This design comes from an exercise in tuning for small area on the open sky130 flow, not from production work. In this exercise RTL edits were held to simulation tests only and were not proved equivalent to the original. No activity file was given, so power comes from the tool's default toggle rates.

--- flow/design.v ---
module prescaler(
        input wire clk,
        input wire rst,
        output wire clk_out
    );
    reg [4:0] sr;
    wire fb = sr[4] ? ~sr[2] : (sr[2] & ~sr[3]);
    assign clk_out = ~|sr[3:0];
    always @(posedge clk, posedge rst) begin
        if (rst)
            sr <= 5'b10001;
        else
            sr <= {sr[3:0], fb};
    end
endmodule
module binaryDisplay(
        input [12:0] SW,
        input wire clk,
        input reset,
        output [6:0] segmentDisplay,
        output [3:0] an,
        output dp
    );
    wire en;
    prescaler PRESCALER (.clk(clk), .rst(reset), .clk_out(en));
    reg [1:0] sel;
    reg on;
    reg [3:0] digit;
    wire [3:0] nd;
    bcd_digit EXT (.SW(SW), .sel(sel), .d(nd));
    always @(posedge clk, posedge reset) begin
        if (reset) begin
            sel <= 2'd3;
            on <= 1'b0;
        end else if (en) begin
            sel <= sel + 2'd1;
            if (sel == 2'd0)
                on <= 1'b1;
        end
    end
    always @(posedge clk) begin
        if (en)
            digit <= nd;
    end
    assign dp = on;
    assign an = {on & (sel != 2'd0), on & (sel != 2'd3),
                 on & (sel != 2'd2), on & (sel != 2'd1)};
    assign segmentDisplay[0] = on & ((digit == 4'd1) | (digit == 4'd4) | (digit == 4'd12));
    assign segmentDisplay[1] = on & ((digit == 4'd5) | (digit == 4'd6) | (digit == 4'd13) | (digit == 4'd14));
    assign segmentDisplay[2] = on & ((digit == 4'd2) | (digit == 4'd10));
    assign segmentDisplay[3] = on & ((digit == 4'd1) | (digit == 4'd4) | (digit == 4'd7) | (digit == 4'd12) | (digit == 4'd15));
    assign segmentDisplay[4] = on & ((digit == 4'd1) | (digit == 4'd3) | (digit == 4'd4) | (digit == 4'd5) | (digit == 4'd7) | (digit == 4'd9) | (digit == 4'd11) | (digit == 4'd12) | (digit == 4'd13) | (digit == 4'd15));
    assign segmentDisplay[5] = on & ((digit == 4'd1) | (digit == 4'd2) | (digit == 4'd3) | (digit == 4'd7) | (digit == 4'd11) | (digit == 4'd15));
    assign segmentDisplay[6] = on & ((digit == 4'd0) | (digit == 4'd1) | (digit == 4'd7) | (digit == 4'd10) | (digit == 4'd11) | (digit == 4'd15));
endmodule
module bcd_digit(input wire [12:0] SW, input wire [1:0] sel, output wire [3:0] d);
  wire new_n20, new_n21, new_n22, new_n23, new_n24, new_n25, new_n26, new_n27, new_n28, new_n29, new_n30, new_n31, new_n32, new_n33, new_n34, new_n35, new_n36, new_n37, new_n38, new_n39, new_n40, new_n41, new_n42, new_n43, new_n44, new_n45, new_n46, new_n47, new_n48, new_n49, new_n50, new_n51, new_n52, new_n53, new_n54, new_n55, new_n56, new_n57, new_n58, new_n59, new_n60, new_n61, new_n62, new_n63, new_n64, new_n65, new_n66, new_n67, new_n68, new_n69, new_n70, new_n71, new_n72, new_n73, new_n74, new_n75, new_n76, new_n77, new_n78, new_n79, new_n80, new_n81, new_n82, new_n83, new_n84, new_n85, new_n86, new_n87, new_n88, new_n89, new_n90, new_n91, new_n92, new_n93, new_n94, new_n95, new_n96, new_n97, new_n98, new_n99, new_n100, new_n101, new_n102, new_n103, new_n104, new_n105, new_n106, new_n107, new_n108, new_n109, new_n110, new_n111, new_n112, new_n113, new_n114, new_n115, new_n116, new_n117, new_n118, new_n119, new_n120, new_n121, new_n122, new_n123, new_n124, new_n125, new_n126, new_n127, new_n128, new_n129, new_n130, new_n131, new_n132, new_n133, new_n134, new_n135, new_n136, new_n137, new_n138, new_n139, new_n140, new_n141, new_n142, new_n143, new_n144, new_n145, new_n146, new_n147, new_n148, new_n149, new_n150, new_n151, new_n152, new_n153, new_n154, new_n155, new_n156, new_n157, new_n158, new_n159, new_n160, new_n161, new_n162, new_n163, new_n164, new_n165, new_n166, new_n168, new_n169, new_n170, new_n171, new_n172, new_n173, new_n174, new_n175, new_n177, new_n178, new_n179, new_n180, new_n181, new_n182, new_n183, new_n184, new_n185, new_n186, new_n187, new_n188, new_n189, new_n190, new_n192, new_n193, new_n194, new_n195, new_n196, new_n197, new_n198, new_n199, new_n200, new_n201;
  assign new_n20 = ~SW[2];
  assign new_n21 = ~SW[3];
  assign new_n22 = ~SW[4];
  assign new_n23 = ~SW[6];
  assign new_n24 = ~SW[9];
  assign new_n25 = ~SW[12];
  assign new_n26 = ~sel[0]| ~sel[1];
  assign new_n27 = ~SW[12]| (~SW[10]& ~SW[11]);
  assign new_n28 = ~new_n27;
  assign new_n29 = ~new_n25 & ~SW[10]& ~SW[11];
  assign new_n30 = SW[10]| ~new_n24;
  assign new_n31 = ~new_n29 & (~SW[11]| ~new_n25 | ~new_n30);
  assign new_n32 = ~new_n31;
  assign new_n33 = ~new_n28 & (~new_n24 | ~new_n32);
  assign new_n34 = ~SW[10]& ~new_n33;
  assign new_n35 = ~SW[12]| ~SW[9]| ~SW[10]| ~SW[11];
  assign new_n36 = ~new_n31 | ~new_n35;
  assign new_n37 = SW[11]& new_n31 & new_n35;
  assign new_n38 = (~SW[10]& ~new_n33) | (~new_n29 & ~new_n37);
  assign new_n39 = ~new_n34 & (~SW[10]| ~new_n33);
  assign new_n40 = (~SW[9]& ~new_n31) | (~new_n24 & ~new_n36);
  assign new_n41 = ~new_n40;
  assign new_n42 = ~SW[8]& ~new_n40;
  assign new_n43 = ~new_n38 | (~new_n39 & ~new_n42);
  assign new_n44 = ~new_n43;
  assign new_n45 = ~new_n36 & ~new_n27 & ~new_n43;
  assign new_n46 = ~new_n45;
  assign new_n47 = ~SW[7]& (~SW[8]| ~new_n39);
  assign new_n48 = ~SW[8]& ~new_n39;
  assign new_n49 = ~new_n47 & ~new_n41 & ~new_n48;
  assign new_n50 = ~new_n41 | ~new_n48;
  assign new_n51 = ~new_n38 | ~new_n50;
  assign new_n52 = ~new_n49 & ~new_n51;
  assign new_n53 = ~new_n52;
  assign new_n54 = ~new_n44 | (~SW[7]& ~new_n52);
  assign new_n55 = new_n54 & (SW[7]| new_n38);
  assign new_n56 = ~SW[8]| ~new_n55;
  assign new_n57 = ~new_n54 | ~new_n56;
  assign new_n58 = ~new_n41 & ~new_n53;
  assign new_n59 = ~new_n57 | (~new_n51 & ~new_n58);
  assign new_n60 = ~new_n56 | (~SW[8]& ~new_n55);
  assign new_n61 = ~SW[7]| ~new_n52;
  assign new_n62 = ~new_n61 | (~SW[7]& ~new_n52);
  assign new_n63 = ~SW[6]& ~new_n62;
  assign new_n64 = ~new_n59 | (~new_n60 & ~new_n63);
  assign new_n65 = ~new_n64;
  assign new_n66 = ~new_n35 | (~new_n28 & ~new_n44);
  assign new_n67 = ~new_n66;
  assign new_n68 = ~new_n66 | (~new_n53 & ~new_n64);
  assign new_n69 = ~new_n31 & (~new_n44 | ~new_n52);
  assign new_n70 = ~new_n69 & (~new_n31 | ~new_n68);
  assign new_n71 = ~new_n45 & ~new_n70;
  assign new_n72 = ~new_n64 | ~new_n66 | ~new_n32 | ~new_n53;
  assign new_n73 = ~new_n71 | ~new_n72;
  assign new_n74 = ~new_n27 & ~new_n68;
  assign new_n75 = ~new_n45 & ~new_n69;
  assign new_n76 = ~new_n75;
  assign new_n77 = ~new_n65 | (~new_n45 & ~new_n70);
  assign new_n78 = ~new_n75 | ~new_n77;
  assign new_n79 = ~new_n78 | (~new_n46 & ~new_n64);
  assign new_n80 = new_n79 | ~new_n53;
  assign new_n81 = ~new_n52 | ~new_n79;
  assign new_n82 = ~new_n80 | ~new_n81;
  assign new_n83 = ~new_n82;
  assign new_n84 = ~new_n23 & SW[5];
  assign new_n85 = ~new_n62 | (~SW[5]& ~SW[6]) | (~new_n60 & ~new_n84);
  assign new_n86 = ~new_n85 | ~new_n59 | (~SW[6]& ~new_n62 & ~new_n60);
  assign new_n87 = ~new_n86;
  assign new_n88 = ~new_n77 | (~new_n65 & ~new_n73);
  assign new_n89 = ~new_n88;
  assign new_n90 = ~new_n86 & ~new_n88;
  assign new_n91 = (~new_n78 | ~new_n80) & (~new_n67 | ~new_n71) & (~new_n66 | ~new_n73);
  assign new_n92 = ~new_n91;
  assign new_n93 = ~new_n92 | (~new_n82 & ~new_n90);
  assign new_n94 = ~new_n76 | ~new_n93;
  assign new_n95 = ~new_n74 & (~new_n27 | ~new_n72 | ~new_n94);
  assign new_n96 = ~new_n95;
  assign new_n97 = ~new_n93 & ~new_n96;
  assign new_n98 = ~new_n74 & ~new_n97;
  assign new_n99 = new_n73 | new_n98;
  assign new_n100 = ~new_n73 | ~new_n98;
  assign new_n101 = ~new_n99 | ~new_n100;
  assign new_n102 = ~SW[5]& ~new_n87;
  assign new_n103 = ~new_n64 & ~new_n102;
  assign new_n104 = (~new_n64 & ~new_n102) | (~SW[5]& ~new_n59);
  assign new_n105 = ~new_n23 & ~new_n104;
  assign new_n106 = ~new_n85 | (~new_n62 & ~new_n86) | (~new_n103 & ~new_n105);
  assign new_n107 = new_n105 | (new_n23 & new_n104);
  assign new_n108 = ~new_n102 & (~SW[5]| ~new_n87);
  assign new_n109 = ~new_n108;
  assign new_n110 = ~SW[4]& ~new_n109;
  assign new_n111 = ~new_n106 | (~new_n107 & ~new_n110);
  assign new_n112 = ~new_n111;
  assign new_n113 = ~new_n112 | (~new_n83 & ~new_n87);
  assign new_n114 = ~new_n113 | (~new_n82 & ~new_n86);
  assign new_n115 = ~new_n114;
  assign new_n116 = ~new_n91 & (~new_n83 | ~new_n87 | ~new_n89);
  assign new_n117 = ~new_n116 | (~new_n89 & ~new_n114);
  assign new_n118 = ~new_n117;
  assign new_n119 = ~new_n97 & (~new_n93 | ~new_n96);
  assign new_n120 = ~new_n119;
  assign new_n121 = new_n101 & (new_n117 | new_n120);
  assign new_n122 = ~new_n93 & (~new_n112 | ~new_n117);
  assign new_n123 = new_n122 | (~new_n92 & ~new_n111);
  assign new_n124 = ~new_n87 & ~new_n123;
  assign new_n125 = ~new_n116 | (~new_n89 & ~new_n115);
  assign new_n126 = ~new_n125 | (~new_n122 & ~new_n124);
  assign new_n127 = new_n124 | (new_n87 & new_n123);
  assign new_n128 = ~new_n106 | (~SW[4]& ~new_n109 & ~new_n107);
  assign new_n129 = ~new_n107 & (~SW[3]| ~SW[4]);
  assign new_n130 = ~new_n108 & ~new_n129 & (~new_n21 | ~new_n22);
  assign new_n131 = ~new_n128 & ~new_n130;
  assign new_n132 = ~new_n131;
  assign new_n133 = (~new_n111 & ~new_n118) | (~new_n112 & ~new_n117);
  assign new_n134 = ~new_n132 & ~new_n133;
  assign new_n135 = ~new_n126 | (~new_n127 & ~new_n134);
  assign new_n136 = ~new_n118 & ~new_n119;
  assign new_n137 = ~new_n101 & ~new_n136 & (~new_n120 | ~new_n135);
  assign new_n138 = ~new_n99 | (~new_n76 & ~new_n95) | (~new_n75 & ~new_n96);
  assign new_n139 = ~new_n138 | (~new_n121 & ~new_n137);
  assign new_n140 = ~new_n139 & (~new_n101 | ~new_n136 | ~new_n135);
  assign new_n141 = sel[0]| ~sel[1];
  assign new_n142 = ~new_n126 | (~new_n132 & ~new_n133 & ~new_n127);
  assign new_n143 = ~new_n112 | (~SW[3]& ~new_n131);
  assign new_n144 = ~new_n143 | (~SW[3]& ~new_n106);
  assign new_n145 = new_n144 | ~SW[4];
  assign new_n146 = ~new_n130 & (~new_n143 | ~new_n145);
  assign new_n147 = ~new_n146 | (~new_n109 & ~new_n128);
  assign new_n148 = ~new_n22 | ~new_n144;
  assign new_n149 = ~new_n145 | ~new_n148;
  assign new_n150 = (~SW[3]& ~new_n131) | (~new_n21 & ~new_n132);
  assign new_n151 = ~SW[2]& ~new_n150;
  assign new_n152 = ~new_n147 | (~new_n149 & ~new_n151);
  assign new_n153 = ~new_n152;
  assign new_n154 = ~new_n135 & (~new_n131 | ~new_n153);
  assign new_n155 = ~new_n127 & ~new_n131 & ~new_n153;
  assign new_n156 = ~new_n133 | (~new_n154 & ~new_n155);
  assign new_n157 = ~new_n142 & new_n156;
  assign new_n158 = ~new_n141 & ~new_n157;
  assign new_n159 = sel[1]| ~sel[0];
  assign new_n160 = ~new_n147 | (~SW[2]& ~new_n150 & ~new_n149);
  assign new_n161 = ~new_n20 & SW[1];
  assign new_n162 = ~new_n150 | (~new_n149 & ~new_n161) | (~SW[1]& ~SW[2]);
  assign new_n163 = ~new_n160 & new_n162;
  assign new_n164 = ~sel[0]& ~sel[1];
  assign new_n165 = ~new_n164;
  assign new_n166 = ~new_n158 & (~SW[0]| ~new_n164);
  assign d[0]= ~new_n166 | (~new_n26 & ~new_n140) | (~new_n159 & ~new_n163);
  assign new_n168 = ~new_n135 & new_n139;
  assign new_n169 = ~new_n168 & (~new_n135 | ~new_n140);
  assign new_n170 = ~new_n152 & ~new_n157;
  assign new_n171 = ~new_n170 & (~new_n152 | ~new_n157);
  assign new_n172 = ~new_n121 & new_n138;
  assign new_n173 = ~SW[1]& ~new_n163;
  assign new_n174 = ~new_n173 & (~SW[1]| ~new_n163);
  assign new_n175 = (new_n159 | new_n171) & (new_n165 | new_n174);
  assign d[1]= ~new_n175 | (~new_n141 & ~new_n169) | (~new_n26 & ~new_n172);
  assign new_n177 = ~new_n135 & ~new_n170;
  assign new_n178 = ~new_n177 & (~new_n135 | ~new_n170);
  assign new_n179 = ~new_n132 & ~new_n178;
  assign new_n180 = ~new_n131 & new_n178;
  assign new_n181 = ~new_n168 & new_n172;
  assign new_n182 = new_n181 | (~new_n135 & ~new_n138);
  assign new_n183 = ~new_n118 & ~new_n182;
  assign new_n184 = ~new_n141 & ~new_n183 & (~new_n118 | ~new_n182);
  assign new_n185 = ~new_n152 & ~new_n173;
  assign new_n186 = (~new_n152 & ~new_n173) | (~SW[1]& ~new_n147);
  assign new_n187 = ~SW[2]& new_n186;
  assign new_n188 = ~new_n20 & ~new_n186;
  assign new_n189 = (~new_n165 & ~new_n188 & ~new_n187) | (~new_n26 & ~new_n96);
  assign new_n190 = ~new_n184 & ~new_n189;
  assign d[2]= ~new_n190 | (~new_n179 & ~new_n180 & ~new_n159);
  assign new_n192 = ~new_n181 & ~new_n183;
  assign new_n193 = ~new_n119 & ~new_n140;
  assign new_n194 = ~new_n120 & ~new_n139;
  assign new_n195 = ~new_n177 & ~new_n180;
  assign new_n196 = ~new_n133 & ~new_n142;
  assign new_n197 = new_n156 & ~new_n195 & ~new_n159 & ~new_n196;
  assign new_n198 = new_n162 & new_n164 & (new_n150 | new_n160);
  assign new_n199 = ~new_n198 | (~new_n185 & ~new_n188);
  assign new_n200 = ~new_n199 | (~new_n27 & ~new_n68 & ~new_n26);
  assign new_n201 = ~new_n197 & ~new_n200;
  assign d[3]= ~new_n201 | (~new_n141 & ~new_n194 & ~new_n193 & ~new_n192);
endmodule
--- flow/flow/run.sh ---
#!/bin/bash
# Own layout flow: the standard ORFS flow, with two synthesis changes and
# smaller port buffers.
#  - synthesis is ORFS's synth.tcl (through synth_recipe.tcl, so the registers,
#    their names and cells are the standard synthesis's), but the final ABC
#    mapping uses flow/area.abc (area-oriented restructuring and mapping,
#    no gate upsizing), and the full-adder extraction is off;
#  - the ports are buffered with sky130_fd_sc_hd__buf_1.
set -euo pipefail
W=$PWD
sed "s#\$::env(SCRIPTS_DIR)/synth.tcl#$W/my_synth.tcl#" synth_recipe.tcl > my_synth_recipe.tcl
awk -v s="$W/flow/area.abc" '{print} /synth_preamble.tcl/ {print "set abc_args [lreplace $abc_args 1 1 " s "]"}' \
    "$FLOW_HOME/scripts/synth.tcl" > my_synth.tcl
grep -q "lreplace \$abc_args 1 1" my_synth.tcl
bash standard.sh SYNTH_SCRIPT=$W/my_synth_recipe.tcl ADDER_MAP_FILE= \
    "BUFFER_PORTS_ARGS=-buffer_cell sky130_fd_sc_hd__buf_1" finish > standard.log 2>&1
--- flow/flow/area.abc ---
strash
dc2
balance
rewrite
refactor
balance
rewrite
rewrite -z
balance
refactor -z
rewrite -z
balance
dc2
&get -n
&deepsyn -T 240
&put
dc2
dch
amap
topo
--- flow/standard.sh ---
#!/bin/bash
# synth_recipe.tcl (not shown) runs the flow's synth.tcl, then flattens the netlist and writes it again
# the make line also repeats each setting of config.mk as NAME=value (left out here)
make -C /OpenROAD-flow-scripts/flow DESIGN_CONFIG=/design/flow/config.mk WORK_HOME=/design/flow/orfs CLKGATE_MAP_FILE= SYNTH_SCRIPT=/design/flow/synth_recipe.tcl "${@:-finish}"
--- flow/config.mk ---
export PLATFORM = sky130hd
export DESIGN_NAME = binaryDisplay
export DESIGN_NICKNAME = binaryDisplay
export VERILOG_FILES = /design/flow/design.v
export SDC_FILE = /design/flow/constraint.sdc
export NUM_CORES = 4
export LEC_CHECK = 0
export ABC_AREA = 1
export ABC_CLOCK_PERIOD_IN_PS = 50000
export CAP_MARGIN = 20
export CORE_MARGIN = 2
export CORE_UTILIZATION = 40
export CTS_BUF_LIST = sky130_fd_sc_hd__clkbuf_4
export SLEW_MARGIN = 20
--- flow/constraint.sdc ---
create_clock -name core_clock -period 50.0 [get_ports {clk}]
set_input_delay 10.0000 -clock core_clock [delete_from_list [all_inputs] [get_ports {clk}]]
set_output_delay 10.0000 -clock core_clock [all_outputs]
set_load 0.01 [all_outputs]
==> results.txt <==
A synthesized cell averages 5.80 µm². The final hold violation count came out at 0. Entering global routing, the biggest net connects 11 pins. Data on the critical path is required at its endpoint by 50.03 ns. The clock latency on the worst-skew pair came out at 0.27 ns. The tools report the sum of net half-perimeters after detailed placement as 2.76 mm. The clock buffer count from CTS was 3; the slew at the pin closest to its max-slew limit was 0.955 ns.

Total placed instance area: 1530 µm². Routability-driven placement finished with a final weighted congestion of 0.872. By instance count, the cell type seen most on the critical path is nor2_1. For this run, the detailed router's first-pass iteration total came to 4.

The tools report the CTS sink count as 12. In this run the worst hold path is classified as reg2reg. Max-cap violations in this run came to 0. Data on the critical path arrives at its endpoint at 15.33 ns. The worst slew margin relative to its limit was 0.357; the achievable clock frequency was 65.3 MHz. After clock tree synthesis, the clock-pin slew on the worst setup and hold paths is 0.07 ns. For the post-CTS repair timing setup buffer count, the log shows 0. The largest individual stage delay along the critical path comes from the cell a211oi_1.

The netlist uses 24 different library cells. The share of the synthesized area in the top cell type works out to 0.158. The die covers 3920 µm².

The via density per instance is 5.31, and the summed instance area of the synthesized netlist is 1380 µm². 0 antenna diodes ended up in the layout. For the final database, setup skew stands at 0.00299 ns. The initial core utilization is 0.415. The aggregate global routing overflow was 0.

Gate count of the mapped netlist: 237. The worst setup path is of the in2reg kind. The synthesized design contains 12 register bits. Setup violations remaining at the end of the flow were counted as 0.

The flow ran to the end and the layout has no timing, DRC or antenna violations. CTS placed an instance of clkbuf_4 at the clock tree root. The final route contains 1,663 vias. The die is 62.6 µm tall. Setup repair after global routing left no endpoint under its margin. Summing all flip-flop and latch instances after layout gives 325 µm². Total of warnings raised by yosys: 2. 27 I/O pins were placed. VDD sags by at most 0.0160 mV. Of all nets on the critical path, the largest fanout is 7. The global routing usage summed across all routing layers came out at 0.172. STA classifies the critical path startpoint as an input port.

The final design instance area without fill is 1560 µm², and the final critical delay including setup and external delays is 15.31 ns. The number of nets in the synthesized netlist is 252. The leakage dissipation is 0.560 nW, and the number of pins exceeding their max-slew limit in the final report is 0. In this run, the number of DRC markers left after iteration 0 of detailed routing was 58.

Portion of the post-synthesis area used by sequential elements: 0.237. The sum of negative setup slack was 0 ns. The final routed wire length divided by cell count works out to 10.6 µm. Final cycle utilization of the critical path: 0.306.

In this run the standard cell core region covers 3310 µm². The logs give 0 for the count of nets left with antenna violations after detail routing and 0 for the DRC violation count after routing. The maximum root-to-sink buffer count is 2. After clock tree synthesis, the repair step resized 0 gates. The filler cells instantiated in the layout total 354.

For this block, the routed nets add up to 3.32 mm of wire. The number of levels in the clock H-tree was 1. The logs give 0 for the number of antenna violations at the first check in global routing and 0 for the post-cts hold buffer count. The run gives 1,354 as the number of global-route vias before repair. The type of element capturing the critical path was a flop. Yosys attributes the largest share of cell area to nor2_1 16%, clkinv_1 11%, o21ai_0 11%.

For this design the ratio of total power to cell area is 31.6 nW/µm². The chip width works out to 62.6 µm. In the final layout, the multi-input gates occupy 892 µm². The design draws 0.0492 mW.

The synthesis-to-finish area growth came out at 13.2%. The cell type contributing the most total cell area after synthesis was nor2_1. The biggest cell delay along the critical path was 0.49 ns; the number of placement rows was 21.

For the first-pass GRT wire length, the log shows 5.67 mm. TritonCTS built the clock tree. For this run, the post-layout net count is 283. During placement, the flow inserted port buffers numbering 26.

The fraction of final layout cells sized beyond drive strength 1 was 0.0262.
## critical path, delay by kind of cell
| kind | cells | cell delay, ns |
|---|---|---|
| AO/OA/AOI/OAI | 9 | 2.31 |
| buffers and inverters | 8 | 1.18 |
| AND/OR/NAND/NOR | 12 | 1.86 |
## per-layer routing
layer	vias to the layer above	wire length, µm	GRT usage	part of all wire
met5	-	0	0	0
met1	719	1700	0.257	0.51
met2	46	1430	0.258	0.43
met4	0	28	0.0250	0.0084
met3	4	166	0.0360	0.050
li1	894	-	-	-
## cell usage in the layout, fill, tap and decap left out, types with 3 or more instances in the layout
| cell | n |
|---|---|
| a21oi_1 | 21 |
| a31oi_1 | 3 |
| dfstp_2 | 4 |
| o21a_1 | 3 |
| clkinv_1 | 43 |
| o21ai_0 | 31 |
| nand2_1 | 23 |
| dfrtp_1 | 4 |
| edfxtp_1 | 4 |
| or2_0 | 3 |
| nor3_1 | 14 |
| a221oi_1 | 4 |
| clkbuf_4 | 3 |
| nor2_1 | 58 |
| o22ai_1 | 6 |
| buf_1 | 26 |
## cells by family after synthesis
kind of cell | after synthesis | synth area share
AO/OA/AOI/OAI | 79 | 0.338
flip-flops | 12 | 0.237
AND/OR/NAND/NOR | 104 | 0.311
buffers and inverters | 42 | 0.115
## sequential cells by signal, summed over array words and instances (netlist names)
register      count
digit             4
on                1
PRESCALER.sr      5
sel               2
## synth_stat cells (all sizes together)
master	count
a2111oi	2
a211oi	1
a21oi	21
a221oi	4
a22oi	2
a31oi	3
a32oi	1
clkinv	42
dfrtp	4
dfstp	4
edfxtp	4
nand2	23
nand3	2
nor2	58
nor2b	2
nor3	14
nor4	2
o21a	3
o21ai	31
o221ai	2
o22ai	6
o31ai	2
o32ai	1
or2	3
## worst paths after layout
path | startpoint | to | slack [ns] | cells after the start
max in group asynchronous | reset | sel[0] | 40.16 | 2
worst max-delay path | SW[12] | digit[1] | 34.69 | 29
worst max register to register | PRESCALER.sr[3] | sel[1] | 48.09 | 5
worst min register to register | PRESCALER.sr[1] | PRESCALER.sr[2] | 0.38 | 0
worst min-delay path | PRESCALER.sr[1] | PRESCALER.sr[2] | 0.38 | 0
min in group asynchronous | reset | PRESCALER.sr[1] | 9.60 | 2
## through the flow
stage               std cells  hold WS [ns]  setup slack (ns)   util
finish                    313         0.382             34.69  0.470
global route              313         0.400             33.61  0.470
CTS                       313         0.379             34.74  0.470
detailed placement        309         0.361             34.50  0.462
global placement          309         0.369             34.47  0.462
floorplan                 237         0.355             35.67      -
## cell type report
type                            count  area share
Clock buffer                        3      0.0145
Clock inverter                      1     0.00241
Inverter                           42       0.101
Multi-Input combinational cell    183       0.573
Sequential cell                    12       0.209
Tap cell                           46      0.0370
Timing Repair Buffer               26      0.0627
## power breakdown
part / internal, mW / total [mW] / switching, mW
clock: 0.00288 / 0.00599 / 0.00310
combinational: 0.0105 / 0.0304 / 0.0199
sequential: 0.0118 / 0.0128 / 0.00104

-- what the ideal ports hide --
How much do the figures lean on ideal ports? The routed layout below was timed once more, with nothing changed but the port constraints. Step 1 (the two cells are an assumption about what drives the block):
set clk [get_ports {clk}]
set_driving_cell -lib_cell sky130_fd_sc_hd__clkbuf_16 $clk
set_driving_cell -lib_cell sky130_fd_sc_hd__buf_2 [delete_from_list [all_inputs] $clk]
Step 2 times the ports against the registers' clock, not the clock port: input delays grow and output delays shrink by t, the midpoint of the rising clock arrivals with the driver on. Slacks: ideal ports / drivers / drivers and shift; pairs: ideal ports / drivers.
t (ns): 0.283
setup WS [ns]: 34.694 / 34.691 / 34.408
hold WS [ns]: 0.382 / 0.382 / 0.382
After both steps setup and hold are still met in this run. For this run, drivers alone change the setup slack by -0.003 ns; drivers and shift together by -0.286 ns.
